What follows belongs to an exercise in optimizing a design on an open flow for small area and a short achievable clock period; a production flow would make more cautious choices.
Only simulation tests tie the RTL to the original design; equivalence was not proved.

## build 24
==> flow/design.v (excerpt) <==
module advanced_hybrid_controller_fixed (
    input wire clk,
    input wire rst_n,
    input wire start,
    output wire done,
    output reg tile_start,
    input wire tile_done,
    output reg imc_mode,
    output wire simultaneous_rows,
    output wire [63:0] row_mask,
    input wire [15:0] zero_ops_skipped,
    input wire [15:0] total_ops_executed,
    input wire [15:0] imc_energy_savings,
    input wire [7:0] computation_snr,
    output wire dram_cmd_valid,
    output wire [1:0] dram_cmd_type,
    output wire [15:0] dram_cmd_addr,
    output wire [15:0] dram_write_data,
    output wire dram_accumulate_en,
    output wire [3:0] dram_bank_activate,
    output wire dram_simultaneous_access,
    output reg [1:0] precision_mode,
    output wire sparsity_optimize_en,
    output reg adaptive_imc_en,
    output wire [7:0] system_efficiency,
    output reg [15:0] total_energy_saved,
    output reg snr_too_low
);
Settings: LEC_CHECK=0, ABC_AREA=1, CAP_MARGIN=20, CORE_MARGIN=2, CORE_UTILIZATION=80, CTS_BUF_LIST=sky130_fd_sc_hd__clkbuf_8, SLEW_MARGIN=75; clock period 130.0 ns.
standard.sh (not shown) runs the stock make flow with config.mk's settings and CLKGATE_MAP_FILE= SYNTH_SCRIPT=/design/flow/synth_recipe.tcl, a recipe that flattens the netlist after the stock synthesis.
==> flow/flow/run.sh <==
#!/bin/bash
# The standard layout, with three changes:
#  - the port buffers are made from the smallest plain buffer
#    (sky130_fd_sc_hd__buf_1) instead of the delay cell buffer_ports picks on
#    its own; every input and output port still gets its buffer;
#  - the constant outputs share synthesis's single tie cell of each kind
#    instead of getting one tie cell each;
#  - clock tree synthesis adds no dummy loads (the tree is otherwise the
#    standard one: same clustering, clkbuf_8 buffers from config.mk).
set -euo pipefail
export BUFFER_PORTS_ARGS="-buffer_cell sky130_fd_sc_hd__buf_1"
export SKIP_REPAIR_TIE_FANOUT=1
export CTS_ARGS="-sink_clustering_enable -repair_clock_nets -dont_use_dummy_load -buf_list sky130_fd_sc_hd__clkbuf_8"
bash standard.sh > standard_flow.log 2>&1
Build 24 went all the way through the flow, and no timing, DRC or antenna check failed.
#### Input delta (build 38 over build 24)
- swapping 75 for 80 in SLEW_MARGIN
Notes after the runs:
Between build 24 and build 38, utilization increased. Going from build 24 to build 38, the global-route wire length before repair was found to have gone up by about 0.5%. From build 24 to build 38 the numbers moved as follows: met2 layer wire length in the routed design increased 4.4%; setup slack saw a decrease.
Input-level comparison between build 92 and build 38:
- a change of SLEW_MARGIN from 80 to 88
Notes after the runs:
Build 92 did not finish; the tool stopped in detailed placement (3_5_place_dp) with error DPL-0033. Build 92 vs. build 38: synthesized area per cell held steady; weighted congestion reported at the end of routability-driven placement shows no meaningful change; share of synthesized registers carrying an async set or reset essentially unchanged; height of the chip closely matched the old numbers. Count of buffers from port buffering came out exactly the same in build 92 and build 38.


== run A ==
advanced_hybrid_controller_fixed again, from the RTL that the note above started with.
==> flow/config.mk <==
export PLATFORM = sky130hd
export DESIGN_NAME = advanced_hybrid_controller_fixed
export DESIGN_NICKNAME = advanced_hybrid_controller_fixed
export VERILOG_FILES = /design/flow/design.v
export SDC_FILE = /design/flow/constraint.sdc
export NUM_CORES = 4
export LEC_CHECK = 0
export ABC_AREA = 1
export CAP_MARGIN = 20
export CORE_MARGIN = 2
export CORE_UTILIZATION = 80
export CTS_BUF_LIST = sky130_fd_sc_hd__clkbuf_8
export SLEW_MARGIN = 70
==> flow/constraint.sdc <==
create_clock -name core_clock -period 130.0 [get_ports {clk}]
set_input_delay 26.0000 -clock core_clock [delete_from_list [all_inputs] [get_ports {clk}]]
set_output_delay 26.0000 -clock core_clock [all_outputs]
set_load 0.01 [all_outputs]
Scripts as last shown in full above: flow/flow/run.sh
Run A was carried through to the last stage, and its layout satisfied the timing, design-rule and antenna checks.
--- input diff run A..run B ---
Settings: changing SLEW_MARGIN from 70 to 65.
Diff run A -> run B: routed length on met1 rose by 0.34%, final core utilization decreased by 0.38 points relative to the old numbers. Cell count along the critical path sits lower in run B than in run A. zero_ops_skipped[2] as the critical path startpoint was reported by run A, and p_d[4] by run B. The lower worst hold slack after final layout came out of run A. Run A → run B: amount of wire on met3 after detailed routing shrank by about 6%, time the worst path needs with I/O delays and setup shrank by 0.031 ns, sequential share of layout area held steady. Of the two candidates, run A has the worse routed wire length and run B the better one.
The following lists how run C was set up differently from run B:
Settings: CAP_MARGIN now 40, was 20; SLEW_MARGIN now 80, was 65.
Notes after the runs:
- Run C has completed all stages; timing, DRC and antenna checks passed.
- The post-route minimum period in run C was lower than what run B gave.
- Going from run B to run C, fraction of standard cell area in multi-input logic barely changed.
- In the tables for run C and run B, final clock period utilization by the worst path reads higher with run B.
- met1 layer wirelength in the final routing across run C and run B: no real change.
- A startpoint of the most critical setup path of p_d[4] is what run B shows, while zero_ops_skipped[1] belongs to run C.
Inputs modified between run C and run D:
Settings: a change of SLEW_MARGIN from 80 to 55; a change of CAP_MARGIN from 40 to 20.
[summary]
- On number of DRC violations after detailed-routing iteration 0: between run C and run D, it ends up lower for run D.
- Delta (run D minus run C): post-layout worst setup margin lost 0.48 ns; final non-filler cell total lost 0.45%; total number of vias lost 42; detailed-route wire length lost 3.6%.
- Post-layout instance area for run D: about 3.6% down relative to run C
- The clock latency on the worst-skew pair was comparable across run C and run D.

[what the ideal ports hide]
How much do the figures lean on ideal ports? The routed layouts below were timed once more, with nothing changed but the port constraints.
Step 1: set_driving_cell puts a clkbuf_16 on clk and a buf_2 on each other input, an assumption about the parent block.
Step 2 moves the port delays by t, midway between the first and last clock arrival at a register: inputs arrive t later, outputs are due t later. That takes back most of the time a late clock gives input paths.
Three values: ideal ports, drivers, drivers and shift; two values: the first two.
run	t, ns	setup slack, ns	pins driven straight from the clock port
build 24	0.478	95.886 / 95.900 / 95.429	1
build 38	0.494	95.845 / 95.869 / 95.375	1
run A	0.477	95.577 / 95.599 / 95.122	1
run B	0.487	95.607 / 95.565 / 95.155	1
run C	0.494	95.845 / 95.869 / 95.375	1
run D	0.484	95.368 / 95.323 / 95.021	1
After both steps setup and hold are still met in every run listed.
